Context: an optimization exercise on an open-source flow, tuned for small area, a short achievable clock period and few clock cycles per item. The choices shown serve that exercise and are no tape-out recipe.
No functional check of the RTL was part of this run.
Power figures rest on the tool's default switching activity, not on a simulated workload.

<file path="flow/design.v">
module vs4x400_core (
    input clk, input reset,
    input start_search,
    input [9:0] vector_count,
    input [7:0] dim_size,
    output reg [11:0] mem_addr,
    input signed [63:0] mem_data,
    output [31:0] max_score,
    output reg [7:0] winner_id,
    output reg busy
);
    reg fetch;             
    reg first;             
    reg [4:0] krem;        
    wire last_word = (krem == 5'd1);
    wire done;             
    always @(posedge clk or posedge reset) begin
        if (reset) begin
            fetch <= 1'b0;
            mem_addr <= 12'd0;
        end else begin
            fetch <= start_search | (fetch & ~done);
            mem_addr <= fetch ? mem_addr + 12'd1 : 12'd0;
        end
    end
    always @(posedge clk) begin
        krem <= (~fetch | last_word) ? dim_size[7:3] : krem - 5'd1;
        first <= ~fetch | last_word;
    end
    reg [63:0] d1;
    wire [47:0] enc0;
    reg [47:0] enc1;
    assign enc0[0] = mem_data[8] ^ 1'b0;
    assign enc0[1] = (mem_data[9] & ~mem_data[8] & ~1'b0) | (~mem_data[9] & mem_data[8] & 1'b0);
    assign enc0[2] = mem_data[9];
    assign enc0[3] = mem_data[10] ^ mem_data[9];
    assign enc0[4] = (mem_data[11] & ~mem_data[10] & ~mem_data[9]) | (~mem_data[11] & mem_data[10] & mem_data[9]);
    assign enc0[5] = mem_data[11];
    assign enc0[6] = mem_data[12] ^ mem_data[11];
    assign enc0[7] = (mem_data[13] & ~mem_data[12] & ~mem_data[11]) | (~mem_data[13] & mem_data[12] & mem_data[11]);
    assign enc0[8] = mem_data[13];
    assign enc0[9] = mem_data[14] ^ mem_data[13];
    assign enc0[10] = (mem_data[15] & ~mem_data[14] & ~mem_data[13]) | (~mem_data[15] & mem_data[14] & mem_data[13]);
    assign enc0[11] = mem_data[15];
    assign enc0[12] = mem_data[24] ^ 1'b0;
    assign enc0[13] = (mem_data[25] & ~mem_data[24] & ~1'b0) | (~mem_data[25] & mem_data[24] & 1'b0);
    assign enc0[14] = mem_data[25];
    assign enc0[15] = mem_data[26] ^ mem_data[25];
    assign enc0[16] = (mem_data[27] & ~mem_data[26] & ~mem_data[25]) | (~mem_data[27] & mem_data[26] & mem_data[25]);
    assign enc0[17] = mem_data[27];
    assign enc0[18] = mem_data[28] ^ mem_data[27];
    assign enc0[19] = (mem_data[29] & ~mem_data[28] & ~mem_data[27]) | (~mem_data[29] & mem_data[28] & mem_data[27]);
    assign enc0[20] = mem_data[29];
    assign enc0[21] = mem_data[30] ^ mem_data[29];
    assign enc0[22] = (mem_data[31] & ~mem_data[30] & ~mem_data[29]) | (~mem_data[31] & mem_data[30] & mem_data[29]);
    assign enc0[23] = mem_data[31];
    assign enc0[24] = mem_data[40] ^ 1'b0;
    assign enc0[25] = (mem_data[41] & ~mem_data[40] & ~1'b0) | (~mem_data[41] & mem_data[40] & 1'b0);
    assign enc0[26] = mem_data[41];
    assign enc0[27] = mem_data[42] ^ mem_data[41];
    assign enc0[28] = (mem_data[43] & ~mem_data[42] & ~mem_data[41]) | (~mem_data[43] & mem_data[42] & mem_data[41]);
    assign enc0[29] = mem_data[43];
    assign enc0[30] = mem_data[44] ^ mem_data[43];
    assign enc0[31] = (mem_data[45] & ~mem_data[44] & ~mem_data[43]) | (~mem_data[45] & mem_data[44] & mem_data[43]);
    assign enc0[32] = mem_data[45];
    assign enc0[33] = mem_data[46] ^ mem_data[45];
    assign enc0[34] = (mem_data[47] & ~mem_data[46] & ~mem_data[45]) | (~mem_data[47] & mem_data[46] & mem_data[45]);
    assign enc0[35] = mem_data[47];
    assign enc0[36] = mem_data[56] ^ 1'b0;
    assign enc0[37] = (mem_data[57] & ~mem_data[56] & ~1'b0) | (~mem_data[57] & mem_data[56] & 1'b0);
    assign enc0[38] = mem_data[57];
    assign enc0[39] = mem_data[58] ^ mem_data[57];
    assign enc0[40] = (mem_data[59] & ~mem_data[58] & ~mem_data[57]) | (~mem_data[59] & mem_data[58] & mem_data[57]);
    assign enc0[41] = mem_data[59];
    assign enc0[42] = mem_data[60] ^ mem_data[59];
    assign enc0[43] = (mem_data[61] & ~mem_data[60] & ~mem_data[59]) | (~mem_data[61] & mem_data[60] & mem_data[59]);
    assign enc0[44] = mem_data[61];
    assign enc0[45] = mem_data[62] ^ mem_data[61];
    assign enc0[46] = (mem_data[63] & ~mem_data[62] & ~mem_data[61]) | (~mem_data[63] & mem_data[62] & mem_data[61]);
    assign enc0[47] = mem_data[63];
    reg f1;                
    reg l1;                
    reg [21:0] acc_s, acc_c;
    wire [21:0] as_q = f1 ? 22'd0 : acc_s;
    wire [21:0] ac_q = f1 ? 22'd0 : acc_c;
    wire q1;
    wire q2;
    wire q3;
    wire q4;
    wire q5;
    wire q6;
    wire q7;
    wire q8;
    wire q9;
    wire nb10;
    wire q11;
    wire q12;
    wire q13;
    wire q14;
    wire q15;
    wire q16;
    wire q17;
    wire q18;
    wire q19;
    wire nb20;
    wire q21;
    wire q22;
    wire q23;
    wire q24;
    wire q25;
    wire q26;
    wire q27;
    wire q28;
    wire q29;
    wire nb30;
    wire q31;
    wire q32;
    wire q33;
    wire q34;
    wire q35;
    wire q36;
    wire q37;
    wire q38;
    wire q39;
    wire nb40;
    wire q41;
    wire q42;
    wire q43;
    wire q44;
    wire q45;
    wire q46;
    wire q47;
    wire q48;
    wire q49;
    wire nb50;
    wire q51;
    wire q52;
    wire q53;
    wire q54;
    wire q55;
    wire q56;
    wire q57;
    wire q58;
    wire q59;
    wire nb60;
    wire q61;
    wire q62;
    wire q63;
    wire q64;
    wire q65;
    wire q66;
    wire q67;
    wire q68;
    wire q69;
    wire nb70;
    wire q71;
    wire q72;
    wire q73;
    wire q74;
    wire q75;
    wire q76;
    wire q77;
    wire q78;
    wire q79;
    wire nb80;
    wire q81;
    wire q82;
    wire q83;
    wire q84;
    wire q85;
    wire q86;
    wire q87;
    wire q88;
    wire q89;
    wire nb90;
    wire q91;
    wire q92;
    wire q93;
    wire q94;
    wire q95;
    wire q96;
    wire q97;
    wire q98;
    wire q99;
    wire nb100;
    wire q101;
    wire q102;
    wire q103;
    wire q104;
    wire q105;
    wire q106;
    wire q107;
    wire q108;
    wire q109;
    wire nb110;
    wire q111;
    wire q112;
    wire q113;
    wire q114;
    wire q115;
    wire q116;
    wire q117;
    wire q118;
    wire q119;
    wire nb120;
    wire q121;
    wire q122;
    wire q123;
    wire q124;
    wire q125;
    wire q126;
    wire q127;
    wire q128;
    wire q129;
    wire nb130;
    wire q131;
    wire q132;
    wire q133;
    wire q134;
    wire q135;
    wire q136;
    wire q137;
    wire q138;
    wire q139;
    wire nb140;
    wire q141;
    wire q142;
    wire q143;
    wire q144;
    wire q145;
    wire q146;
    wire q147;
    wire q148;
    wire q149;
    wire nb150;
    wire q151;
    wire q152;
    wire q153;
    wire q154;
    wire q155;
    wire q156;
    wire q157;
    wire q158;
    wire q159;
    wire nb160;
    wire s1;
    wire c1;
    wire s2;
    wire c2;
    wire s3;
    wire c3;
    wire s4;
    wire c4;
    wire s5;
    wire c5;
    wire s6;
    wire c6;
    wire s7;
    wire c7;
    wire s8;
    wire c8;
    wire s9;
    wire c9;
    wire s10;
    wire c10;
    wire s11;
    wire c11;
    wire s12;
    wire c12;
    wire s13;
    wire c13;
    wire s14;
    wire c14;
    wire s15;
    wire c15;
    wire s16;
    wire c16;
    wire s17;
    wire c17;
    wire s18;
    wire c18;
    wire s19;
    wire c19;
    wire s20;
    wire c20;
    wire s21;
    wire c21;
    wire s22;
    wire c22;
    wire s23;
    wire c23;
    wire s24;
    wire c24;
    wire s25;
    wire c25;
    wire s26;
    wire c26;
    wire s27;
    wire c27;
    wire s28;
    wire c28;
    wire s29;
    wire c29;
    wire s30;
    wire c30;
    wire s31;
    wire c31;
    wire s32;
    wire c32;
    wire s33;
    wire c33;
    wire s34;
    wire c34;
    wire s35;
    wire c35;
    wire s36;
    wire c36;
    wire s37;
    wire c37;
    wire s38;
    wire c38;
    wire s39;
    wire c39;
    wire s40;
    wire c40;
    wire s41;
    wire c41;
    wire s42;
    wire c42;
    wire s43;
    wire c43;
    wire s44;
    wire c44;
    wire s45;
    wire c45;
    wire s46;
    wire c46;
    wire s47;
    wire c47;
    wire s48;
    wire c48;
    wire s49;
    wire c49;
    wire s50;
    wire c50;
    wire s51;
    wire c51;
    wire s52;
    wire c52;
    wire s53;
    wire c53;
    wire s54;
    wire c54;
    wire s55;
    wire c55;
    wire s56;
    wire c56;
    wire s57;
    wire c57;
    wire s58;
    wire c58;
    wire s59;
    wire c59;
    wire s60;
    wire c60;
    wire s61;
    wire c61;
    wire s62;
    wire c62;
    wire s63;
    wire c63;
    wire s64;
    wire c64;
    wire s65;
    wire c65;
    wire s66;
    wire c66;
    wire s67;
    wire c67;
    wire s68;
    wire c68;
    wire s69;
    wire c69;
    wire s70;
    wire c70;
    wire s71;
    wire c71;
    wire s72;
    wire c72;
    wire s73;
    wire c73;
    wire s74;
    wire c74;
    wire s75;
    wire c75;
    wire s76;
    wire c76;
    wire s77;
    wire c77;
    wire s78;
    wire c78;
    wire s79;
    wire c79;
    wire s80;
    wire c80;
    wire s81;
    wire c81;
    wire s82;
    wire c82;
    wire s83;
    wire c83;
    wire s84;
    wire c84;
    wire s85;
    wire c85;
    wire s86;
    wire c86;
    wire s87;
    wire c87;
    wire s88;
    wire c88;
    wire s89;
    wire c89;
    wire s90;
    wire c90;
    wire s91;
    wire c91;
    wire s92;
    wire c92;
    wire s93;
    wire c93;
    wire s94;
    wire c94;
    wire s95;
    wire c95;
    wire s96;
    wire c96;
    wire s97;
    wire c97;
    wire s98;
    wire c98;
    wire s99;
    wire c99;
    wire s100;
    wire c100;
    wire s101;
    wire c101;
    wire s102;
    wire c102;
    wire s103;
    wire c103;
    wire s104;
    wire c104;
    wire s105;
    wire c105;
    wire s106;
    wire c106;
    wire s107;
    wire c107;
    wire s108;
    wire c108;
    wire s109;
    wire c109;
    wire s110;
    wire c110;
    wire s111;
    wire c111;
    wire s112;
    wire c112;
    wire s113;
    wire c113;
    wire s114;
    wire c114;
    wire s115;
    wire c115;
    wire s116;
    wire c116;
    wire s117;
    wire c117;
    wire s118;
    wire c118;
    wire s119;
    wire c119;
    wire s120;
    wire c120;
    wire s121;
    wire c121;
    wire s122;
    wire c122;
    wire s123;
    wire c123;
    wire s124;
    wire c124;
    wire s125;
    wire c125;
    wire s126;
    wire c126;
    wire s127;
    wire c127;
    wire s128;
    wire c128;
    wire s129;
    wire c129;
    wire s130;
    wire c130;
    wire s131;
    wire c131;
    wire s132;
    wire c132;
    wire s133;
    wire c133;
    wire s134;
    wire c134;
    wire s135;
    wire c135;
    wire s136;
    wire c136;
    wire s137;
    wire c137;
    wire s138;
    wire c138;
    wire s139;
    wire c139;
    wire s140;
    wire c140;
    wire s141;
    wire c141;
    wire s142;
    wire c142;
    wire s143;
    wire c143;
    wire s144;
    wire c144;
    wire s145;
    wire c145;
    wire s146;
    wire c146;
    wire s147;
    wire c147;
    wire s148;
    wire c148;
    wire s149;
    wire c149;
    wire s150;
    wire c150;
    wire s151;
    wire c151;
    wire s152;
    wire c152;
    wire s153;
    wire c153;
    wire s154;
    wire c154;
    wire s155;
    wire c155;
    wire s156;
    wire c156;
    wire s157;
    wire c157;
    wire s158;
    wire c158;
    wire s159;
    wire c159;
    wire s160;
    wire c160;
    wire s161;
    wire c161;
    wire s162;
    wire c162;
    wire s163;
    wire c163;
    wire s164;
    wire c164;
    wire s165;
    wire c165;
    wire s166;
    wire c166;
    wire s167;
    wire c167;
    wire s168;
    wire c168;
    wire s169;
    wire c169;
    wire s170;
    wire c170;
    wire s171;
    wire c171;
    wire s172;
    wire c172;
    wire s173;
    wire c173;
    wire s174;
    wire c174;
    wire s175;
    wire c175;
    wire s176;
    wire c176;
    assign q1 = (enc1[0] & d1[0]) ^ enc1[2];
    assign q2 = ((enc1[0] & d1[1]) | (enc1[1] & d1[0])) ^ enc1[2];
    assign q3 = ((enc1[0] & d1[2]) | (enc1[1] & d1[1])) ^ enc1[2];
    assign q4 = ((enc1[0] & d1[3]) | (enc1[1] & d1[2])) ^ enc1[2];
    assign q5 = ((enc1[0] & d1[4]) | (enc1[1] & d1[3])) ^ enc1[2];
    assign q6 = ((enc1[0] & d1[5]) | (enc1[1] & d1[4])) ^ enc1[2];
    assign q7 = ((enc1[0] & d1[6]) | (enc1[1] & d1[5])) ^ enc1[2];
    assign q8 = ((enc1[0] & d1[7]) | (enc1[1] & d1[6])) ^ enc1[2];
    assign q9 = ((enc1[0] & d1[7]) | (enc1[1] & d1[7])) ^ enc1[2];
    assign nb10 = ~q9;
    assign q11 = (enc1[3] & d1[0]) ^ enc1[5];
    assign q12 = ((enc1[3] & d1[1]) | (enc1[4] & d1[0])) ^ enc1[5];
    assign q13 = ((enc1[3] & d1[2]) | (enc1[4] & d1[1])) ^ enc1[5];
    assign q14 = ((enc1[3] & d1[3]) | (enc1[4] & d1[2])) ^ enc1[5];
    assign q15 = ((enc1[3] & d1[4]) | (enc1[4] & d1[3])) ^ enc1[5];
    assign q16 = ((enc1[3] & d1[5]) | (enc1[4] & d1[4])) ^ enc1[5];
    assign q17 = ((enc1[3] & d1[6]) | (enc1[4] & d1[5])) ^ enc1[5];
    assign q18 = ((enc1[3] & d1[7]) | (enc1[4] & d1[6])) ^ enc1[5];
    assign q19 = ((enc1[3] & d1[7]) | (enc1[4] & d1[7])) ^ enc1[5];
    assign nb20 = ~q19;
    assign q21 = (enc1[6] & d1[0]) ^ enc1[8];
    assign q22 = ((enc1[6] & d1[1]) | (enc1[7] & d1[0])) ^ enc1[8];
    assign q23 = ((enc1[6] & d1[2]) | (enc1[7] & d1[1])) ^ enc1[8];
    assign q24 = ((enc1[6] & d1[3]) | (enc1[7] & d1[2])) ^ enc1[8];
    assign q25 = ((enc1[6] & d1[4]) | (enc1[7] & d1[3])) ^ enc1[8];
    assign q26 = ((enc1[6] & d1[5]) | (enc1[7] & d1[4])) ^ enc1[8];
    assign q27 = ((enc1[6] & d1[6]) | (enc1[7] & d1[5])) ^ enc1[8];
    assign q28 = ((enc1[6] & d1[7]) | (enc1[7] & d1[6])) ^ enc1[8];
    assign q29 = ((enc1[6] & d1[7]) | (enc1[7] & d1[7])) ^ enc1[8];
    assign nb30 = ~q29;
    assign q31 = (enc1[9] & d1[0]) ^ enc1[11];
    assign q32 = ((enc1[9] & d1[1]) | (enc1[10] & d1[0])) ^ enc1[11];
    assign q33 = ((enc1[9] & d1[2]) | (enc1[10] & d1[1])) ^ enc1[11];
    assign q34 = ((enc1[9] & d1[3]) | (enc1[10] & d1[2])) ^ enc1[11];
    assign q35 = ((enc1[9] & d1[4]) | (enc1[10] & d1[3])) ^ enc1[11];
    assign q36 = ((enc1[9] & d1[5]) | (enc1[10] & d1[4])) ^ enc1[11];
    assign q37 = ((enc1[9] & d1[6]) | (enc1[10] & d1[5])) ^ enc1[11];
    assign q38 = ((enc1[9] & d1[7]) | (enc1[10] & d1[6])) ^ enc1[11];
    assign q39 = ((enc1[9] & d1[7]) | (enc1[10] & d1[7])) ^ enc1[11];
    assign nb40 = ~q39;
    assign q41 = (enc1[12] & d1[16]) ^ enc1[14];
    assign q42 = ((enc1[12] & d1[17]) | (enc1[13] & d1[16])) ^ enc1[14];
    assign q43 = ((enc1[12] & d1[18]) | (enc1[13] & d1[17])) ^ enc1[14];
    assign q44 = ((enc1[12] & d1[19]) | (enc1[13] & d1[18])) ^ enc1[14];
    assign q45 = ((enc1[12] & d1[20]) | (enc1[13] & d1[19])) ^ enc1[14];
    assign q46 = ((enc1[12] & d1[21]) | (enc1[13] & d1[20])) ^ enc1[14];
    assign q47 = ((enc1[12] & d1[22]) | (enc1[13] & d1[21])) ^ enc1[14];
    assign q48 = ((enc1[12] & d1[23]) | (enc1[13] & d1[22])) ^ enc1[14];
    assign q49 = ((enc1[12] & d1[23]) | (enc1[13] & d1[23])) ^ enc1[14];
    assign nb50 = ~q49;
    assign q51 = (enc1[15] & d1[16]) ^ enc1[17];
    assign q52 = ((enc1[15] & d1[17]) | (enc1[16] & d1[16])) ^ enc1[17];
    assign q53 = ((enc1[15] & d1[18]) | (enc1[16] & d1[17])) ^ enc1[17];
    assign q54 = ((enc1[15] & d1[19]) | (enc1[16] & d1[18])) ^ enc1[17];
    assign q55 = ((enc1[15] & d1[20]) | (enc1[16] & d1[19])) ^ enc1[17];
    assign q56 = ((enc1[15] & d1[21]) | (enc1[16] & d1[20])) ^ enc1[17];
    assign q57 = ((enc1[15] & d1[22]) | (enc1[16] & d1[21])) ^ enc1[17];
    assign q58 = ((enc1[15] & d1[23]) | (enc1[16] & d1[22])) ^ enc1[17];
    assign q59 = ((enc1[15] & d1[23]) | (enc1[16] & d1[23])) ^ enc1[17];
    assign nb60 = ~q59;
    assign q61 = (enc1[18] & d1[16]) ^ enc1[20];
    assign q62 = ((enc1[18] & d1[17]) | (enc1[19] & d1[16])) ^ enc1[20];
    assign q63 = ((enc1[18] & d1[18]) | (enc1[19] & d1[17])) ^ enc1[20];
    assign q64 = ((enc1[18] & d1[19]) | (enc1[19] & d1[18])) ^ enc1[20];
    assign q65 = ((enc1[18] & d1[20]) | (enc1[19] & d1[19])) ^ enc1[20];
    assign q66 = ((enc1[18] & d1[21]) | (enc1[19] & d1[20])) ^ enc1[20];
    assign q67 = ((enc1[18] & d1[22]) | (enc1[19] & d1[21])) ^ enc1[20];
    assign q68 = ((enc1[18] & d1[23]) | (enc1[19] & d1[22])) ^ enc1[20];
    assign q69 = ((enc1[18] & d1[23]) | (enc1[19] & d1[23])) ^ enc1[20];
    assign nb70 = ~q69;
    assign q71 = (enc1[21] & d1[16]) ^ enc1[23];
    assign q72 = ((enc1[21] & d1[17]) | (enc1[22] & d1[16])) ^ enc1[23];
    assign q73 = ((enc1[21] & d1[18]) | (enc1[22] & d1[17])) ^ enc1[23];
    assign q74 = ((enc1[21] & d1[19]) | (enc1[22] & d1[18])) ^ enc1[23];
    assign q75 = ((enc1[21] & d1[20]) | (enc1[22] & d1[19])) ^ enc1[23];
    assign q76 = ((enc1[21] & d1[21]) | (enc1[22] & d1[20])) ^ enc1[23];
    assign q77 = ((enc1[21] & d1[22]) | (enc1[22] & d1[21])) ^ enc1[23];
    assign q78 = ((enc1[21] & d1[23]) | (enc1[22] & d1[22])) ^ enc1[23];
    assign q79 = ((enc1[21] & d1[23]) | (enc1[22] & d1[23])) ^ enc1[23];
    assign nb80 = ~q79;
    assign q81 = (enc1[24] & d1[32]) ^ enc1[26];
    assign q82 = ((enc1[24] & d1[33]) | (enc1[25] & d1[32])) ^ enc1[26];
    assign q83 = ((enc1[24] & d1[34]) | (enc1[25] & d1[33])) ^ enc1[26];
    assign q84 = ((enc1[24] & d1[35]) | (enc1[25] & d1[34])) ^ enc1[26];
    assign q85 = ((enc1[24] & d1[36]) | (enc1[25] & d1[35])) ^ enc1[26];
    assign q86 = ((enc1[24] & d1[37]) | (enc1[25] & d1[36])) ^ enc1[26];
    assign q87 = ((enc1[24] & d1[38]) | (enc1[25] & d1[37])) ^ enc1[26];
    assign q88 = ((enc1[24] & d1[39]) | (enc1[25] & d1[38])) ^ enc1[26];
    assign q89 = ((enc1[24] & d1[39]) | (enc1[25] & d1[39])) ^ enc1[26];
    assign nb90 = ~q89;
    assign q91 = (enc1[27] & d1[32]) ^ enc1[29];
    assign q92 = ((enc1[27] & d1[33]) | (enc1[28] & d1[32])) ^ enc1[29];
    assign q93 = ((enc1[27] & d1[34]) | (enc1[28] & d1[33])) ^ enc1[29];
    assign q94 = ((enc1[27] & d1[35]) | (enc1[28] & d1[34])) ^ enc1[29];
    assign q95 = ((enc1[27] & d1[36]) | (enc1[28] & d1[35])) ^ enc1[29];
    assign q96 = ((enc1[27] & d1[37]) | (enc1[28] & d1[36])) ^ enc1[29];
    assign q97 = ((enc1[27] & d1[38]) | (enc1[28] & d1[37])) ^ enc1[29];
    assign q98 = ((enc1[27] & d1[39]) | (enc1[28] & d1[38])) ^ enc1[29];
    assign q99 = ((enc1[27] & d1[39]) | (enc1[28] & d1[39])) ^ enc1[29];
    assign nb100 = ~q99;
    assign q101 = (enc1[30] & d1[32]) ^ enc1[32];
    assign q102 = ((enc1[30] & d1[33]) | (enc1[31] & d1[32])) ^ enc1[32];
    assign q103 = ((enc1[30] & d1[34]) | (enc1[31] & d1[33])) ^ enc1[32];
    assign q104 = ((enc1[30] & d1[35]) | (enc1[31] & d1[34])) ^ enc1[32];
    assign q105 = ((enc1[30] & d1[36]) | (enc1[31] & d1[35])) ^ enc1[32];
    assign q106 = ((enc1[30] & d1[37]) | (enc1[31] & d1[36])) ^ enc1[32];
    assign q107 = ((enc1[30] & d1[38]) | (enc1[31] & d1[37])) ^ enc1[32];
    assign q108 = ((enc1[30] & d1[39]) | (enc1[31] & d1[38])) ^ enc1[32];
    assign q109 = ((enc1[30] & d1[39]) | (enc1[31] & d1[39])) ^ enc1[32];
    assign nb110 = ~q109;
    assign q111 = (enc1[33] & d1[32]) ^ enc1[35];
    assign q112 = ((enc1[33] & d1[33]) | (enc1[34] & d1[32])) ^ enc1[35];
    assign q113 = ((enc1[33] & d1[34]) | (enc1[34] & d1[33])) ^ enc1[35];
    assign q114 = ((enc1[33] & d1[35]) | (enc1[34] & d1[34])) ^ enc1[35];
    assign q115 = ((enc1[33] & d1[36]) | (enc1[34] & d1[35])) ^ enc1[35];
    assign q116 = ((enc1[33] & d1[37]) | (enc1[34] & d1[36])) ^ enc1[35];
    assign q117 = ((enc1[33] & d1[38]) | (enc1[34] & d1[37])) ^ enc1[35];
    assign q118 = ((enc1[33] & d1[39]) | (enc1[34] & d1[38])) ^ enc1[35];
    assign q119 = ((enc1[33] & d1[39]) | (enc1[34] & d1[39])) ^ enc1[35];
    assign nb120 = ~q119;
    assign q121 = (enc1[36] & d1[48]) ^ enc1[38];
    assign q122 = ((enc1[36] & d1[49]) | (enc1[37] & d1[48])) ^ enc1[38];
    assign q123 = ((enc1[36] & d1[50]) | (enc1[37] & d1[49])) ^ enc1[38];
    assign q124 = ((enc1[36] & d1[51]) | (enc1[37] & d1[50])) ^ enc1[38];
    assign q125 = ((enc1[36] & d1[52]) | (enc1[37] & d1[51])) ^ enc1[38];
    assign q126 = ((enc1[36] & d1[53]) | (enc1[37] & d1[52])) ^ enc1[38];
    assign q127 = ((enc1[36] & d1[54]) | (enc1[37] & d1[53])) ^ enc1[38];
    assign q128 = ((enc1[36] & d1[55]) | (enc1[37] & d1[54])) ^ enc1[38];
    assign q129 = ((enc1[36] & d1[55]) | (enc1[37] & d1[55])) ^ enc1[38];
    assign nb130 = ~q129;
    assign q131 = (enc1[39] & d1[48]) ^ enc1[41];
    assign q132 = ((enc1[39] & d1[49]) | (enc1[40] & d1[48])) ^ enc1[41];
    assign q133 = ((enc1[39] & d1[50]) | (enc1[40] & d1[49])) ^ enc1[41];
    assign q134 = ((enc1[39] & d1[51]) | (enc1[40] & d1[50])) ^ enc1[41];
    assign q135 = ((enc1[39] & d1[52]) | (enc1[40] & d1[51])) ^ enc1[41];
    assign q136 = ((enc1[39] & d1[53]) | (enc1[40] & d1[52])) ^ enc1[41];
    assign q137 = ((enc1[39] & d1[54]) | (enc1[40] & d1[53])) ^ enc1[41];
    assign q138 = ((enc1[39] & d1[55]) | (enc1[40] & d1[54])) ^ enc1[41];
    assign q139 = ((enc1[39] & d1[55]) | (enc1[40] & d1[55])) ^ enc1[41];
    assign nb140 = ~q139;
    assign q141 = (enc1[42] & d1[48]) ^ enc1[44];
    assign q142 = ((enc1[42] & d1[49]) | (enc1[43] & d1[48])) ^ enc1[44];
    assign q143 = ((enc1[42] & d1[50]) | (enc1[43] & d1[49])) ^ enc1[44];
    assign q144 = ((enc1[42] & d1[51]) | (enc1[43] & d1[50])) ^ enc1[44];
    assign q145 = ((enc1[42] & d1[52]) | (enc1[43] & d1[51])) ^ enc1[44];
    assign q146 = ((enc1[42] & d1[53]) | (enc1[43] & d1[52])) ^ enc1[44];
    assign q147 = ((enc1[42] & d1[54]) | (enc1[43] & d1[53])) ^ enc1[44];
    assign q148 = ((enc1[42] & d1[55]) | (enc1[43] & d1[54])) ^ enc1[44];
    assign q149 = ((enc1[42] & d1[55]) | (enc1[43] & d1[55])) ^ enc1[44];
    assign nb150 = ~q149;
    assign q151 = (enc1[45] & d1[48]) ^ enc1[47];
    assign q152 = ((enc1[45] & d1[49]) | (enc1[46] & d1[48])) ^ enc1[47];
    assign q153 = ((enc1[45] & d1[50]) | (enc1[46] & d1[49])) ^ enc1[47];
    assign q154 = ((enc1[45] & d1[51]) | (enc1[46] & d1[50])) ^ enc1[47];
    assign q155 = ((enc1[45] & d1[52]) | (enc1[46] & d1[51])) ^ enc1[47];
    assign q156 = ((enc1[45] & d1[53]) | (enc1[46] & d1[52])) ^ enc1[47];
    assign q157 = ((enc1[45] & d1[54]) | (enc1[46] & d1[53])) ^ enc1[47];
    assign q158 = ((enc1[45] & d1[55]) | (enc1[46] & d1[54])) ^ enc1[47];
    assign q159 = ((enc1[45] & d1[55]) | (enc1[46] & d1[55])) ^ enc1[47];
    assign nb160 = ~q159;
    assign s1 = enc1[2] ^ enc1[14] ^ enc1[26];
    assign c1 = (enc1[2] & enc1[14]) | (enc1[26] & (enc1[2] ^ enc1[14]));
    assign s2 = enc1[38] ^ q1 ^ q41;
    assign c2 = (enc1[38] & q1) | (q41 & (enc1[38] ^ q1));
    assign s3 = q81 ^ q121 ^ as_q[0];
    assign c3 = (q81 & q121) | (as_q[0] & (q81 ^ q121));
    assign s4 = ac_q[0] ^ s1 ^ s2;
    assign c4 = (ac_q[0] & s1) | (s2 & (ac_q[0] ^ s1));
    assign s5 = q2 ^ q42 ^ q82;
    assign c5 = (q2 & q42) | (q82 & (q2 ^ q42));
    assign s6 = q122 ^ as_q[1] ^ ac_q[1];
    assign c6 = (q122 & as_q[1]) | (ac_q[1] & (q122 ^ as_q[1]));
    assign s7 = c1 ^ c2 ^ c3;
    assign c7 = (c1 & c2) | (c3 & (c1 ^ c2));
    assign s8 = s5 ^ s6 ^ c4;
    assign c8 = (s5 & s6) | (c4 & (s5 ^ s6));
    assign s9 = enc1[5] ^ enc1[17] ^ enc1[29];
    assign c9 = (enc1[5] & enc1[17]) | (enc1[29] & (enc1[5] ^ enc1[17]));
    assign s10 = enc1[41] ^ q3 ^ q11;
    assign c10 = (enc1[41] & q3) | (q11 & (enc1[41] ^ q3));
    assign s11 = q43 ^ q51 ^ q83;
    assign c11 = (q43 & q51) | (q83 & (q43 ^ q51));
    assign s12 = q91 ^ q123 ^ q131;
    assign c12 = (q91 & q123) | (q131 & (q91 ^ q123));
    assign s13 = as_q[2] ^ ac_q[2] ^ s9;
    assign c13 = (as_q[2] & ac_q[2]) | (s9 & (as_q[2] ^ ac_q[2]));
    assign s14 = c5 ^ c6 ^ s10;
    assign c14 = (c5 & c6) | (s10 & (c5 ^ c6));
    assign s15 = s11 ^ s12 ^ s13;
    assign c15 = (s11 & s12) | (s13 & (s11 ^ s12));
    assign s16 = c7 ^ s14 ^ s15;
    assign c16 = (c7 & s14) | (s15 & (c7 ^ s14));
    assign s17 = q4 ^ q12 ^ q44;
    assign c17 = (q4 & q12) | (q44 & (q4 ^ q12));
    assign s18 = q52 ^ q84 ^ q92;
    assign c18 = (q52 & q84) | (q92 & (q52 ^ q84));
    assign s19 = q124 ^ q132 ^ as_q[3];
    assign c19 = (q124 & q132) | (as_q[3] & (q124 ^ q132));
    assign s20 = ac_q[3] ^ c9 ^ c10;
    assign c20 = (ac_q[3] & c9) | (c10 & (ac_q[3] ^ c9));
    assign s21 = c11 ^ c12 ^ c13;
    assign c21 = (c11 & c12) | (c13 & (c11 ^ c12));
    assign s22 = s17 ^ s18 ^ s19;
    assign c22 = (s17 & s18) | (s19 & (s17 ^ s18));
    assign s23 = c14 ^ c15 ^ s20;
    assign c23 = (c14 & c15) | (s20 & (c14 ^ c15));
    assign s24 = s21 ^ s22 ^ c16;
    assign c24 = (s21 & s22) | (c16 & (s21 ^ s22));
    assign s25 = enc1[8] ^ enc1[20] ^ enc1[32];
    assign c25 = (enc1[8] & enc1[20]) | (enc1[32] & (enc1[8] ^ enc1[20]));
    assign s26 = enc1[44] ^ q5 ^ q13;
    assign c26 = (enc1[44] & q5) | (q13 & (enc1[44] ^ q5));
    assign s27 = q21 ^ q45 ^ q53;
    assign c27 = (q21 & q45) | (q53 & (q21 ^ q45));
    assign s28 = q61 ^ q85 ^ q93;
    assign c28 = (q61 & q85) | (q93 & (q61 ^ q85));
    assign s29 = q101 ^ q125 ^ q133;
    assign c29 = (q101 & q125) | (q133 & (q101 ^ q125));
    assign s30 = q141 ^ as_q[4] ^ ac_q[4];
    assign c30 = (q141 & as_q[4]) | (ac_q[4] & (q141 ^ as_q[4]));
    assign s31 = s25 ^ c17 ^ c18;
    assign c31 = (s25 & c17) | (c18 & (s25 ^ c17));
    assign s32 = c19 ^ s26 ^ s27;
    assign c32 = (c19 & s26) | (s27 & (c19 ^ s26));
    assign s33 = s28 ^ s29 ^ s30;
    assign c33 = (s28 & s29) | (s30 & (s28 ^ s29));
    assign s34 = c20 ^ c21 ^ c22;
    assign c34 = (c20 & c21) | (c22 & (c20 ^ c21));
    assign s35 = s31 ^ s32 ^ s33;
    assign c35 = (s31 & s32) | (s33 & (s31 ^ s32));
    assign s36 = c23 ^ s34 ^ s35;
    assign c36 = (c23 & s34) | (s35 & (c23 ^ s34));
    assign s37 = q6 ^ q14 ^ q22;
    assign c37 = (q6 & q14) | (q22 & (q6 ^ q14));
    assign s38 = q46 ^ q54 ^ q62;
    assign c38 = (q46 & q54) | (q62 & (q46 ^ q54));
    assign s39 = q86 ^ q94 ^ q102;
    assign c39 = (q86 & q94) | (q102 & (q86 ^ q94));
    assign s40 = q126 ^ q134 ^ q142;
    assign c40 = (q126 & q134) | (q142 & (q126 ^ q134));
    assign s41 = as_q[5] ^ ac_q[5] ^ c25;
    assign c41 = (as_q[5] & ac_q[5]) | (c25 & (as_q[5] ^ ac_q[5]));
    assign s42 = c26 ^ c27 ^ c28;
    assign c42 = (c26 & c27) | (c28 & (c26 ^ c27));
    assign s43 = c29 ^ c30 ^ s37;
    assign c43 = (c29 & c30) | (s37 & (c29 ^ c30));
    assign s44 = s38 ^ s39 ^ s40;
    assign c44 = (s38 & s39) | (s40 & (s38 ^ s39));
    assign s45 = s41 ^ c31 ^ c32;
    assign c45 = (s41 & c31) | (c32 & (s41 ^ c31));
    assign s46 = c33 ^ s42 ^ s43;
    assign c46 = (c33 & s42) | (s43 & (c33 ^ s42));
    assign s47 = s44 ^ c34 ^ c35;
    assign c47 = (s44 & c34) | (c35 & (s44 ^ c34));
    assign s48 = s45 ^ s46 ^ c36;
    assign c48 = (s45 & s46) | (c36 & (s45 ^ s46));
    assign s49 = enc1[11] ^ enc1[23] ^ enc1[35];
    assign c49 = (enc1[11] & enc1[23]) | (enc1[35] & (enc1[11] ^ enc1[23]));
    assign s50 = enc1[47] ^ q7 ^ q15;
    assign c50 = (enc1[47] & q7) | (q15 & (enc1[47] ^ q7));
    assign s51 = q23 ^ q31 ^ q47;
    assign c51 = (q23 & q31) | (q47 & (q23 ^ q31));
    assign s52 = q55 ^ q63 ^ q71;
    assign c52 = (q55 & q63) | (q71 & (q55 ^ q63));
    assign s53 = q87 ^ q95 ^ q103;
    assign c53 = (q87 & q95) | (q103 & (q87 ^ q95));
    assign s54 = q111 ^ q127 ^ q135;
    assign c54 = (q111 & q127) | (q135 & (q111 ^ q127));
    assign s55 = q143 ^ q151 ^ as_q[6];
    assign c55 = (q143 & q151) | (as_q[6] & (q143 ^ q151));
    assign s56 = ac_q[6] ^ s49 ^ c37;
    assign c56 = (ac_q[6] & s49) | (c37 & (ac_q[6] ^ s49));
    assign s57 = c38 ^ c39 ^ c40;
    assign c57 = (c38 & c39) | (c40 & (c38 ^ c39));
    assign s58 = c41 ^ s50 ^ s51;
    assign c58 = (c41 & s50) | (s51 & (c41 ^ s50));
    assign s59 = s52 ^ s53 ^ s54;
    assign c59 = (s52 & s53) | (s54 & (s52 ^ s53));
    assign s60 = s55 ^ c42 ^ c43;
    assign c60 = (s55 & c42) | (c43 & (s55 ^ c42));
    assign s61 = c44 ^ s56 ^ s57;
    assign c61 = (c44 & s56) | (s57 & (c44 ^ s56));
    assign s62 = s58 ^ s59 ^ c45;
    assign c62 = (s58 & s59) | (c45 & (s58 ^ s59));
    assign s63 = c46 ^ s60 ^ s61;
    assign c63 = (c46 & s60) | (s61 & (c46 ^ s60));
    assign s64 = c47 ^ s62 ^ s63;
    assign c64 = (c47 & s62) | (s63 & (c47 ^ s62));
    assign s65 = q8 ^ q16 ^ q24;
    assign c65 = (q8 & q16) | (q24 & (q8 ^ q16));
    assign s66 = q32 ^ q48 ^ q56;
    assign c66 = (q32 & q48) | (q56 & (q32 ^ q48));
    assign s67 = q64 ^ q72 ^ q88;
    assign c67 = (q64 & q72) | (q88 & (q64 ^ q72));
    assign s68 = q96 ^ q104 ^ q112;
    assign c68 = (q96 & q104) | (q112 & (q96 ^ q104));
    assign s69 = q128 ^ q136 ^ q144;
    assign c69 = (q128 & q136) | (q144 & (q128 ^ q136));
    assign s70 = q152 ^ as_q[7] ^ ac_q[7];
    assign c70 = (q152 & as_q[7]) | (ac_q[7] & (q152 ^ as_q[7]));
    assign s71 = c49 ^ c50 ^ c51;
    assign c71 = (c49 & c50) | (c51 & (c49 ^ c50));
    assign s72 = c52 ^ c53 ^ c54;
    assign c72 = (c52 & c53) | (c54 & (c52 ^ c53));
    assign s73 = c55 ^ s65 ^ s66;
    assign c73 = (c55 & s65) | (s66 & (c55 ^ s65));
    assign s74 = s67 ^ s68 ^ s69;
    assign c74 = (s67 & s68) | (s69 & (s67 ^ s68));
    assign s75 = s70 ^ c56 ^ c57;
    assign c75 = (s70 & c56) | (c57 & (s70 ^ c56));
    assign s76 = c58 ^ c59 ^ s71;
    assign c76 = (c58 & c59) | (s71 & (c58 ^ c59));
    assign s77 = s72 ^ s73 ^ s74;
    assign c77 = (s72 & s73) | (s74 & (s72 ^ s73));
    assign s78 = c60 ^ c61 ^ s75;
    assign c78 = (c60 & c61) | (s75 & (c60 ^ c61));
    assign s79 = s76 ^ s77 ^ c62;
    assign c79 = (s76 & s77) | (c62 & (s76 ^ s77));
    assign s80 = c63 ^ s78 ^ c64;
    assign c80 = (c63 & s78) | (c64 & (c63 ^ s78));
    assign s81 = nb10 ^ q17 ^ q25;
    assign c81 = (nb10 & q17) | (q25 & (nb10 ^ q17));
    assign s82 = q33 ^ nb50 ^ q57;
    assign c82 = (q33 & nb50) | (q57 & (q33 ^ nb50));
    assign s83 = q65 ^ q73 ^ nb90;
    assign c83 = (q65 & q73) | (nb90 & (q65 ^ q73));
    assign s84 = q97 ^ q105 ^ q113;
    assign c84 = (q97 & q105) | (q113 & (q97 ^ q105));
    assign s85 = nb130 ^ q137 ^ q145;
    assign c85 = (nb130 & q137) | (q145 & (nb130 ^ q137));
    assign s86 = q153 ^ as_q[8] ^ ac_q[8];
    assign c86 = (q153 & as_q[8]) | (ac_q[8] & (q153 ^ as_q[8]));
    assign s87 = c65 ^ c66 ^ c67;
    assign c87 = (c65 & c66) | (c67 & (c65 ^ c66));
    assign s88 = c68 ^ c69 ^ c70;
    assign c88 = (c68 & c69) | (c70 & (c68 ^ c69));
    assign s89 = s81 ^ s82 ^ s83;
    assign c89 = (s81 & s82) | (s83 & (s81 ^ s82));
    assign s90 = s84 ^ s85 ^ s86;
    assign c90 = (s84 & s85) | (s86 & (s84 ^ s85));
    assign s91 = c71 ^ c72 ^ c73;
    assign c91 = (c71 & c72) | (c73 & (c71 ^ c72));
    assign s92 = c74 ^ s87 ^ s88;
    assign c92 = (c74 & s87) | (s88 & (c74 ^ s87));
    assign s93 = s89 ^ s90 ^ c75;
    assign c93 = (s89 & s90) | (c75 & (s89 ^ s90));
    assign s94 = c76 ^ c77 ^ s91;
    assign c94 = (c76 & c77) | (s91 & (c76 ^ c77));
    assign s95 = s92 ^ c78 ^ s93;
    assign c95 = (s92 & c78) | (s93 & (s92 ^ c78));
    assign s96 = s94 ^ c79 ^ s95;
    assign c96 = (s94 & c79) | (s95 & (s94 ^ c79));
    assign s97 = q18 ^ q26 ^ q34;
    assign c97 = (q18 & q26) | (q34 & (q18 ^ q26));
    assign s98 = q58 ^ q66 ^ q74;
    assign c98 = (q58 & q66) | (q74 & (q58 ^ q66));
    assign s99 = q98 ^ q106 ^ q114;
    assign c99 = (q98 & q106) | (q114 & (q98 ^ q106));
    assign s100 = q138 ^ q146 ^ q154;
    assign c100 = (q138 & q146) | (q154 & (q138 ^ q146));
    assign s101 = as_q[9] ^ ac_q[9] ^ c81;
    assign c101 = (as_q[9] & ac_q[9]) | (c81 & (as_q[9] ^ ac_q[9]));
    assign s102 = c82 ^ c83 ^ c84;
    assign c102 = (c82 & c83) | (c84 & (c82 ^ c83));
    assign s103 = c85 ^ c86 ^ s97;
    assign c103 = (c85 & c86) | (s97 & (c85 ^ c86));
    assign s104 = s98 ^ s99 ^ s100;
    assign c104 = (s98 & s99) | (s100 & (s98 ^ s99));
    assign s105 = c87 ^ c88 ^ c89;
    assign c105 = (c87 & c88) | (c89 & (c87 ^ c88));
    assign s106 = c90 ^ s101 ^ s102;
    assign c106 = (c90 & s101) | (s102 & (c90 ^ s101));
    assign s107 = s103 ^ s104 ^ c91;
    assign c107 = (s103 & s104) | (c91 & (s103 ^ s104));
    assign s108 = c92 ^ s105 ^ s106;
    assign c108 = (c92 & s105) | (s106 & (c92 ^ s105));
    assign s109 = c93 ^ c94 ^ s107;
    assign c109 = (c93 & c94) | (s107 & (c93 ^ c94));
    assign s110 = s108 ^ c95 ^ s109;
    assign c110 = (s108 & c95) | (s109 & (s108 ^ c95));
    assign s111 = 1'b1 ^ nb20 ^ q27;
    assign c111 = (1'b1 & nb20) | (q27 & (1'b1 ^ nb20));
    assign s112 = q35 ^ nb60 ^ q67;
    assign c112 = (q35 & nb60) | (q67 & (q35 ^ nb60));
    assign s113 = q75 ^ nb100 ^ q107;
    assign c113 = (q75 & nb100) | (q107 & (q75 ^ nb100));
    assign s114 = q115 ^ nb140 ^ q147;
    assign c114 = (q115 & nb140) | (q147 & (q115 ^ nb140));
    assign s115 = q155 ^ as_q[10] ^ ac_q[10];
    assign c115 = (q155 & as_q[10]) | (ac_q[10] & (q155 ^ as_q[10]));
    assign s116 = c97 ^ c98 ^ c99;
    assign c116 = (c97 & c98) | (c99 & (c97 ^ c98));
    assign s117 = c100 ^ s111 ^ s112;
    assign c117 = (c100 & s111) | (s112 & (c100 ^ s111));
    assign s118 = s113 ^ s114 ^ s115;
    assign c118 = (s113 & s114) | (s115 & (s113 ^ s114));
    assign s119 = c101 ^ c102 ^ c103;
    assign c119 = (c101 & c102) | (c103 & (c101 ^ c102));
    assign s120 = c104 ^ s116 ^ s117;
    assign c120 = (c104 & s116) | (s117 & (c104 ^ s116));
    assign s121 = s118 ^ c105 ^ c106;
    assign c121 = (s118 & c105) | (c106 & (s118 ^ c105));
    assign s122 = s119 ^ s120 ^ c107;
    assign c122 = (s119 & s120) | (c107 & (s119 ^ s120));
    assign s123 = c108 ^ s121 ^ c109;
    assign c123 = (c108 & s121) | (c109 & (c108 ^ s121));
    assign s124 = s122 ^ c110 ^ s123;
    assign c124 = (s122 & c110) | (s123 & (s122 ^ c110));
    assign s125 = 1'b1 ^ q28 ^ q36;
    assign c125 = (1'b1 & q28) | (q36 & (1'b1 ^ q28));
    assign s126 = q68 ^ q76 ^ q108;
    assign c126 = (q68 & q76) | (q108 & (q68 ^ q76));
    assign s127 = q116 ^ q148 ^ q156;
    assign c127 = (q116 & q148) | (q156 & (q116 ^ q148));
    assign s128 = as_q[11] ^ ac_q[11] ^ c111;
    assign c128 = (as_q[11] & ac_q[11]) | (c111 & (as_q[11] ^ ac_q[11]));
    assign s129 = c112 ^ c113 ^ c114;
    assign c129 = (c112 & c113) | (c114 & (c112 ^ c113));
    assign s130 = c115 ^ s125 ^ s126;
    assign c130 = (c115 & s125) | (s126 & (c115 ^ s125));
    assign s131 = s127 ^ c116 ^ c117;
    assign c131 = (s127 & c116) | (c117 & (s127 ^ c116));
    assign s132 = c118 ^ s128 ^ s129;
    assign c132 = (c118 & s128) | (s129 & (c118 ^ s128));
    assign s133 = s130 ^ c119 ^ c120;
    assign c133 = (s130 & c119) | (c120 & (s130 ^ c119));
    assign s134 = s131 ^ s132 ^ c121;
    assign c134 = (s131 & s132) | (c121 & (s131 ^ s132));
    assign s135 = s133 ^ c122 ^ s134;
    assign c135 = (s133 & c122) | (s134 & (s133 ^ c122));
    assign s136 = c123 ^ s135;
    assign c136 = c123 & s135;
    assign s137 = nb30 ^ q37 ^ nb70;
    assign c137 = (nb30 & q37) | (nb70 & (nb30 ^ q37));
    assign s138 = q77 ^ nb110 ^ q117;
    assign c138 = (q77 & nb110) | (q117 & (q77 ^ nb110));
    assign s139 = nb150 ^ q157 ^ as_q[12];
    assign c139 = (nb150 & q157) | (as_q[12] & (nb150 ^ q157));
    assign s140 = ac_q[12] ^ c125 ^ c126;
    assign c140 = (ac_q[12] & c125) | (c126 & (ac_q[12] ^ c125));
    assign s141 = c127 ^ s137 ^ s138;
    assign c141 = (c127 & s137) | (s138 & (c127 ^ s137));
    assign s142 = s139 ^ c128 ^ c129;
    assign c142 = (s139 & c128) | (c129 & (s139 ^ c128));
    assign s143 = c130 ^ s140 ^ s141;
    assign c143 = (c130 & s140) | (s141 & (c130 ^ s140));
    assign s144 = c131 ^ c132 ^ s142;
    assign c144 = (c131 & c132) | (s142 & (c131 ^ c132));
    assign s145 = s143 ^ c133 ^ s144;
    assign c145 = (s143 & c133) | (s144 & (s143 ^ c133));
    assign s146 = c134 ^ s145 ^ c135;
    assign c146 = (c134 & s145) | (c135 & (c134 ^ s145));
    assign s147 = 1'b1 ^ q38 ^ q78;
    assign c147 = (1'b1 & q38) | (q78 & (1'b1 ^ q38));
    assign s148 = q118 ^ q158 ^ as_q[13];
    assign c148 = (q118 & q158) | (as_q[13] & (q118 ^ q158));
    assign s149 = ac_q[13] ^ c137 ^ c138;
    assign c149 = (ac_q[13] & c137) | (c138 & (ac_q[13] ^ c137));
    assign s150 = c139 ^ s147 ^ s148;
    assign c150 = (c139 & s147) | (s148 & (c139 ^ s147));
    assign s151 = c140 ^ c141 ^ s149;
    assign c151 = (c140 & c141) | (s149 & (c140 ^ c141));
    assign s152 = s150 ^ c142 ^ c143;
    assign c152 = (s150 & c142) | (c143 & (s150 ^ c142));
    assign s153 = s151 ^ c144 ^ s152;
    assign c153 = (s151 & c144) | (s152 & (s151 ^ c144));
    assign s154 = c145 ^ s153;
    assign c154 = c145 & s153;
    assign s155 = nb40 ^ nb80 ^ nb120;
    assign c155 = (nb40 & nb80) | (nb120 & (nb40 ^ nb80));
    assign s156 = nb160 ^ as_q[14] ^ ac_q[14];
    assign c156 = (nb160 & as_q[14]) | (ac_q[14] & (nb160 ^ as_q[14]));
    assign s157 = c147 ^ c148 ^ s155;
    assign c157 = (c147 & c148) | (s155 & (c147 ^ c148));
    assign s158 = s156 ^ c149 ^ c150;
    assign c158 = (s156 & c149) | (c150 & (s156 ^ c149));
    assign s159 = s157 ^ c151 ^ s158;
    assign c159 = (s157 & c151) | (s158 & (s157 ^ c151));
    assign s160 = c152 ^ s159 ^ c153;
    assign c160 = (c152 & s159) | (c153 & (c152 ^ s159));
    assign s161 = 1'b1 ^ as_q[15] ^ ac_q[15];
    assign c161 = (1'b1 & as_q[15]) | (ac_q[15] & (1'b1 ^ as_q[15]));
    assign s162 = c155 ^ c156 ^ s161;
    assign c162 = (c155 & c156) | (s161 & (c155 ^ c156));
    assign s163 = c157 ^ s162 ^ c158;
    assign c163 = (c157 & s162) | (c158 & (c157 ^ s162));
    assign s164 = c159 ^ s163 ^ c160;
    assign c164 = (c159 & s163) | (c160 & (c159 ^ s163));
    assign s165 = as_q[16] ^ ac_q[16] ^ c161;
    assign c165 = (as_q[16] & ac_q[16]) | (c161 & (as_q[16] ^ ac_q[16]));
    assign s166 = c162 ^ s165 ^ c163;
    assign c166 = (c162 & s165) | (c163 & (c162 ^ s165));
    assign s167 = 1'b1 ^ as_q[17] ^ ac_q[17];
    assign c167 = (1'b1 & as_q[17]) | (ac_q[17] & (1'b1 ^ as_q[17]));
    assign s168 = s167 ^ c165 ^ c166;
    assign c168 = (s167 & c165) | (c166 & (s167 ^ c165));
    assign s169 = 1'b1 ^ as_q[18] ^ ac_q[18];
    assign c169 = (1'b1 & as_q[18]) | (ac_q[18] & (1'b1 ^ as_q[18]));
    assign s170 = c167 ^ s169 ^ c168;
    assign c170 = (c167 & s169) | (c168 & (c167 ^ s169));
    assign s171 = 1'b1 ^ as_q[19] ^ ac_q[19];
    assign c171 = (1'b1 & as_q[19]) | (ac_q[19] & (1'b1 ^ as_q[19]));
    assign s172 = c169 ^ s171;
    assign c172 = c169 & s171;
    assign s173 = 1'b1 ^ as_q[20] ^ ac_q[20];
    assign c173 = (1'b1 & as_q[20]) | (ac_q[20] & (1'b1 ^ as_q[20]));
    assign s174 = c171 ^ s173 ^ c172;
    assign c174 = (c171 & s173) | (c172 & (c171 ^ s173));
    assign s175 = 1'b1 ^ as_q[21] ^ ac_q[21];
    assign c175 = (1'b1 & as_q[21]) | (ac_q[21] & (1'b1 ^ as_q[21]));
    assign s176 = c173 ^ s175 ^ c174;
    assign c176 = (c173 & s175) | (c174 & (c173 ^ s175));
    wire [21:0] acc_s_d = {s176, s174, s172, s170, s168, s166, s164, c154, s154, c136, c124, s124, c96, c80, s79, c48, s47, c24, s23, c8, s7, s3};
    wire [21:0] acc_c_d = {1'b0, 1'b0, c170, 1'b0, 1'b0, c164, 1'b0, s160, c146, s146, s136, 1'b0, s110, s96, s80, s64, s48, s36, s24, s16, s8, s4};
    always @(posedge clk or posedge reset) begin
        if (reset)
            l1 <= 1'b0;
        else
            l1 <= fetch & last_word & ~done;
    end
    always @(posedge clk) begin
        d1 <= mem_data;
        enc1 <= enc0;
        f1 <= first;
        acc_s <= acc_s_d;
        acc_c <= acc_c_d;
    end
    reg d2;                
    reg [7:0] vid;         
    reg [21:0] best;
    reg best31;
    wire [8:0] vid_next = {1'b0, vid} + 9'd1;
    assign done = d2 & (vid_next == vector_count[8:0]);
    wire signed [21:0] score = acc_s + acc_c;
    wire take = d2 & ((vid == 8'd0) | (score > $signed(best)));
    always @(posedge clk or posedge reset) begin
        if (reset) begin
            d2 <= 1'b0;
            busy <= 1'b0;
            best <= 22'd1;
            best31 <= 1'b1;
            winner_id <= 8'hFF;
        end else begin
            d2 <= l1 & ~done;
            busy <= start_search | (busy & ~done);
            if (take) begin
                best <= score;
                best31 <= score[21];
                winner_id <= vid;
            end
        end
    end
    always @(posedge clk) begin
        vid <= ~busy ? 8'd0 : (d2 ? vid_next[7:0] : vid);
    end
    assign max_score = {best31, {9{best[21]}}, best};
endmodule
</file>
<file path="flow/flow/run.sh">
#!/bin/bash
# The standard layout, with three changes to how the layout is made:
# - synthesis skips the quick generic abc pass inside yosys's synth (SYNTH_ARGS=-noabc), so that
#   extract_fa sees the full-adder tree as the RTL writes it; the registers are the same, and the
#   final abc mapping runs as usual;
# - every port still gets a buffer, but outputs get buf_4 and inputs buf_1 instead of the delay
#   buffer buffer_ports picks by default (flow/ports.tcl);
# - the resizer's repair aims for setup slack below the clock period. Each tool's output is in orfs/logs; make's output in standard.log.
set -euo pipefail
here=$(pwd)
bash standard.sh \
  PRE_GLOBAL_PLACE_TCL="$here/flow/ports.tcl" \
  SETUP_SLACK_MARGIN=11.7 \
  SYNTH_ARGS=-noabc \
  finish > standard.log 2>&1
</file>
<file path="flow/flow/ports.tcl">
# Sourced before global placement (PRE_GLOBAL_PLACE_TCL). global_place.tcl then calls
# buffer_ports; this wraps it so that every port still gets a buffer, but inputs get buf_1 and
# outputs buf_4 instead of the delay buffer buffer_ports picks by default.
rename buffer_ports my_std_buffer_ports
proc buffer_ports {args} {
  my_std_buffer_ports -inputs -buffer_cell sky130_fd_sc_hd__buf_1
  my_std_buffer_ports -outputs -buffer_cell sky130_fd_sc_hd__buf_4
}
</file>
<file path="flow/standard.sh">
#!/bin/bash
# synth_recipe.tcl (not shown) runs the flow's synth.tcl, then flattens the netlist and writes it again
# the make line also repeats each setting of config.mk as NAME=value (left out here)
make -C /OpenROAD-flow-scripts/flow DESIGN_CONFIG=/design/flow/config.mk WORK_HOME=/design/flow/orfs CLKGATE_MAP_FILE= SYNTH_SCRIPT=/design/flow/synth_recipe.tcl "${@:-finish}"
</file>
<file path="flow/config.mk">
export PLATFORM = sky130hd
export DESIGN_NAME = vs4x400_core
export DESIGN_NICKNAME = vs4x400_core
export VERILOG_FILES = /design/flow/design.v
export SDC_FILE = /design/flow/constraint.sdc
export NUM_CORES = 4
export LEC_CHECK = 0
export CAP_MARGIN = 20
export CORE_MARGIN = 2
export CORE_UTILIZATION = 55
export SLEW_MARGIN = 20
</file>
<file path="flow/constraint.sdc">
create_clock -name core_clock -period 16.0 [get_ports {clk}]
set_input_delay 3.2000 -clock core_clock [delete_from_list [all_inputs] [get_ports {clk}]]
set_output_delay 3.2000 -clock core_clock [all_outputs]
set_load 0.01 [all_outputs]
</file>
==> summary.txt <==
The average vias per placed instance was 5.53; the vertical die dimension was 160 um. Clock latency on the worst-skew pair, taken at its later pin, is 0.45 ns. Counting flops and latches in the post-synthesis netlist gives 180.

The portion of total power attributed to the clock network is 0.108, and the switching share of total power is 0.442. Yosys mapped the design onto 58 distinct sky130hd cell types. The maximum frequency from static timing analysis was 229 MHz; the number of input and output port buffers inserted was 133.

The clock-pin slew reported for the worst setup and hold paths after clock tree synthesis is 0.08 ns, and the via count of the first global-routing pass is 9305. The share of the clock period used by the worst path after layout was 0.272. No sink is reached through more buffers than the 2 on the longest clock path.

Of all nets on the critical path, the largest fanout is 4. Among cell families on the critical path, the largest total delay comes from flip-flops. The run finished with no timing, DRC or antenna violations. The number of clock sinks is 180.

Worst-margin pin slew: 0.827 ns. The starting density of the core was 0.563. The post-layout minimum cycle time was 4.36 ns.

The finished cells cover 15500 um^2. The die covers 25500 um^2. The signal on the critical path passes through buf_4 -> buf_4. In this run the cell area of the synthesized design comes to 13300 um^2. For the share of total power in combinational logic, the log shows 0.700. For the data required time at the worst endpoint, the log shows 12.80 ns.

The classification of the worst setup path was flop to primary output. Entering global routing, the biggest net connects 48 pins. Type of destination of the critical path: a primary output. For this run the aggregate overflow at the end of global routing stands at 0.

In this run the core area contains 56 standard-cell rows. For the final routed database, the setup TNS stands at 0 ns. The area growth from synthesis to layout is 16.1%. The number of buffer and inverter instances along the worst setup path was 2. In this run the power density over the cells is 266 nW/um^2. The repair_antennas step left the layout with diodes totalling 0. The logs give 0.250 for the total routing resource utilization after global routing and 1.16 ns for the arrival time of data at the critical path endpoint.

The area of the placeable core was 23600 um^2. The number of flops mapped to enable cells by yosys was 0. The logs give 138 for the number of top-level design ports and 9130 um^2 for the combined area of the multi-input logic cells. After detailed routing, the average wire length per cell comes to 18.8 um. Across the routed clock network, the largest skew measured is 0.0141 ns.

Counting every net in the synthesized netlist gives 1529. The initial antenna violation count came out at 0. In the synthesized netlist the dominant register cell turns out to be dfxtp_1. After filler insertion, the fill cell instance count of the layout stands at 1893. Once placement finished, the instance area stood at 14000 um^2.

The mean post-synth cell area was 10.8 um^2; the final hold violation count was 0. The tree is rooted in a clkbuf_16. Setup violations remaining at the end of the flow were counted as 0. The logs give 4 for the deepest level of the CTS H-tree and 0.209 mV for the maximum ir drop on the vdd rail.

The logs give 0.448 for the worst slew margin relative to its limit and 0.193 for the register share of total power. The routability-driven placement congestion ratio is 0.922. The total of warnings raised by yosys was 1; the initial DRC count was 527. The async set or reset register ratio after synthesis was 0.261. The largest individual stage delay along the critical path comes from the cell dfrtp_2. The routed layout has 9068 vias.

The sequential-to-total area share from yosys stat is 0.289. Synthesis produced 1229 cells. The cell that appears most often on the critical path is buf_4.

From left edge to right edge, the die measures 160 um. In the routed design, unresolved DRC markers number 0. The logs give 0 for the number of slew-limit violations in the final report and 6 for the number of detailed-route iterations in the first pass. In this design, the stage delay of the slowest critical-path cell is 0.43 ns. Layout cell share with drive strength beyond 1: 0.226.

For the number of nets in the finished design, the log shows 1608. In this run the power spent charging and discharging nets is 1.82 mW. The first-pass GRT wire length is 49700 um, and the leakage power of the design is 6.15 nW.

Overall power consumption after layout is estimated at 4.11 mW. Wire length after detailed routing: 30800 um. The detailed-placement wirelength estimate was 24000 um. The number of hold buffers added after CTS was 0.

STA classifies the critical path startpoint as a flop. TritonCTS built the clock tree. The worst min-delay path category is flop to flop. The number of nets still failing antenna checks after routing was 0. Setup repair after global routing could not meet its margin everywhere. The internal power of the cells totals 2.29 mW. The number of buffers inserted during clock tree synthesis was 17; the number of maximum-capacitance constraint violations was 0. Area of all sequential standard cells: 3990 um^2.
[per-stage QoR]
stage / hold WS, ns / util / cells / setup slack [ns]
2_1_floorplan: 0.310 / - / 1229 / 11.70
3_5_place_dp: 0.316 / 0.593 / 1583 / 10.85
3_3_place_gp: 0.313 / 0.593 / 1583 / 10.92
5_1_grt: 0.353 / 0.654 / 1640 / 11.49
4_1_cts: 0.336 / 0.635 / 1632 / 11.70
6_report: 0.333 / 0.654 / 1640 / 11.64
[area by class of cell]
type / instances / share of cell area
Tap cell: 319 / 0.0258
Timing Repair Buffer: 157 / 0.0646
Clock inverter: 15 / 0.0131
Sequential cell: 180 / 0.258
Multi-Input combinational cell: 872 / 0.591
Inverter: 80 / 0.0195
Clock buffer: 17 / 0.0275
[cells in the mapped netlist (3+ instances only)]
library cell | instances | area [um^2]
fa_1 | 163 | 3260
mux2_2 | 28 | 315
a21o_1 | 19 | 143
a21boi_0 | 4 | 30.0
xor2_1 | 48 | 420
xnor2_1 | 152 | 1330
ha_1 | 52 | 651
nor2b_1 | 37 | 231
or3_1 | 7 | 43.8
and3_1 | 7 | 43.8
dfxtp_1 | 133 | 2660
a221oi_2 | 3 | 45.0
nor2_1 | 19 | 71.3
nor4_1 | 5 | 31.3
nand4_1 | 8 | 50.1
and2_1 | 16 | 100
nand2b_1 | 24 | 150
nand2_1 | 38 | 143
o21ai_0 | 42 | 210
a21oi_1 | 13 | 65.1
a22oi_1 | 112 | 841
nand3b_1 | 13 | 97.6
o21bai_1 | 4 | 30.0
buf_4 | 10 | 75.1
mux2i_1 | 4 | 40.0
clkbuf_1 | 86 | 323
nor3_1 | 5 | 25.0
inv_1 | 80 | 300
nand3_1 | 15 | 75.1
dfstp_2 | 10 | 263
buf_2 | 3 | 15.0
dfrtp_1 | 37 | 926
[worst paths after layout]
kind                                      start                      to  slack (ns)  depth (start not counted)
min                               first$_DFF_P_              f1$_DFF_P_        0.33                          0
max reg2reg                    acc_s[0]$_DFF_P_    best[14]$_DFFE_PP0P_       11.67                         17
min reg2reg                       first$_DFF_P_              f1$_DFF_P_        0.33                          0
max                        best[21]$_DFFE_PP0P_           max_score[21]       11.64                          2
max in group asynchronous                 reset    best[21]$_DFFE_PP0P_       12.59                          2
min in group asynchronous                 reset  mem_addr[11]$_DFF_PP0_        2.86                          2
[routing by layer]
layer | vias up | GRT usage | routed length, um
met1 | 4477 | 0.330 | 13600
met5 | - | 0 | 0
met3 | 50 | 0.0367 | 1400
li1 | 4262 | - | -
met4 | 0 | 0.105 | 1100
met2 | 279 | 0.415 | 14800
[power by group through the flow]
stage	Sequential, mW	Clock [mW]	Combinational [mW]
finish	0.793	0.443	2.88
global route	0.813	0.474	3.25
CTS	0.775	0.452	2.76
detailed placement	0.782	0	2.67
global placement	0.777	0	2.59
floorplan	0.739	0	1.94
[kinds of logic (layout without fill, tap and decap cells)]
logic type / Yosys count / in the layout / share of synthesized area
buffers and inverters: 179 / 269 / 0.0536
muxes: 32 / 32 / 0.0267
DFF: 180 / 180 / 0.289
AOI/OAI and AO/OA: 221 / 221 / 0.120
xor gates and xnor gates: 200 / 200 / 0.132
and+or+nand+nor: 202 / 204 / 0.0845
adders and majority gates: 215 / 215 / 0.294
[placed cells by master, fill, tap and decap left out, types with 10 or more instances in the layout]
cell and count:
inv_1 79, dfxtp_2 79, ha_1 39, nand2b_1 23
dfxtp_1 44, a22oi_1 104, a21o_1 19, buf_1 80
ha_4 11, clkbuf_16 17, mux2_2 25, xor2_1 47
dfrtp_1 33, nand3_1 14, dfstp_2 10, dfxtp_4 10
buf_4 55, buf_6 18, and2_1 16, nor2_1 17
xnor2_1 150, o21ai_0 40, nand3b_1 13, a21oi_1 12
nand2_1 38, nor2b_1 37, fa_1 156
[state kept, by name (all words and copies together), names as in the netlist]
| signal | count |
|---|---|
| f1 | 1 |
| krem | 5 |
| best31 | 1 |
| acc_s | 22 |
| vid | 8 |
| first | 1 |
| l1 | 1 |
| acc_c | 16 |
| busy | 1 |
| d2 | 1 |
| winner_id | 8 |
| fetch | 1 |
| best | 22 |
| d1 | 32 |
| enc1 | 48 |
| mem_addr | 12 |
[repair_timing]
| item | in CTS | in global routing |
|---|---|---|
| pin swaps | 17 | 19 |
| buffers inserted | 14 | 8 |
| endpoints found under the setup margin | 56 | 60 |
| cloned | 3 | 0 |
| gates resized for setup | 78 | 110 |

-- static timing again, ports no longer ideal --
Ports are ideal in the flow. The routed layout listed here was re-timed in OpenROAD.
Step 1: set_driving_cell puts a clkbuf_16 on clk and a buf_2 on each other input, an assumption about the parent block.
Step 2 moves the port delays by t, midway between the first and last clock arrival at a register: inputs arrive t later, outputs are due t later. That takes back most of the time a late clock gives input paths.
Slacks: ideal / step 1 / step 2; pairs: ideal / step 1.
shift t [ns]: 0.487
setup WS [ns]: 11.640 / 11.592 / 11.500
worst setup path after step 2: input to register
worst data-port slew with drivers (ns): 0.03
After both steps setup and hold are still met in this run. The setup slack of this run moves by -0.048 ns with the drivers and by -0.140 ns with both steps.
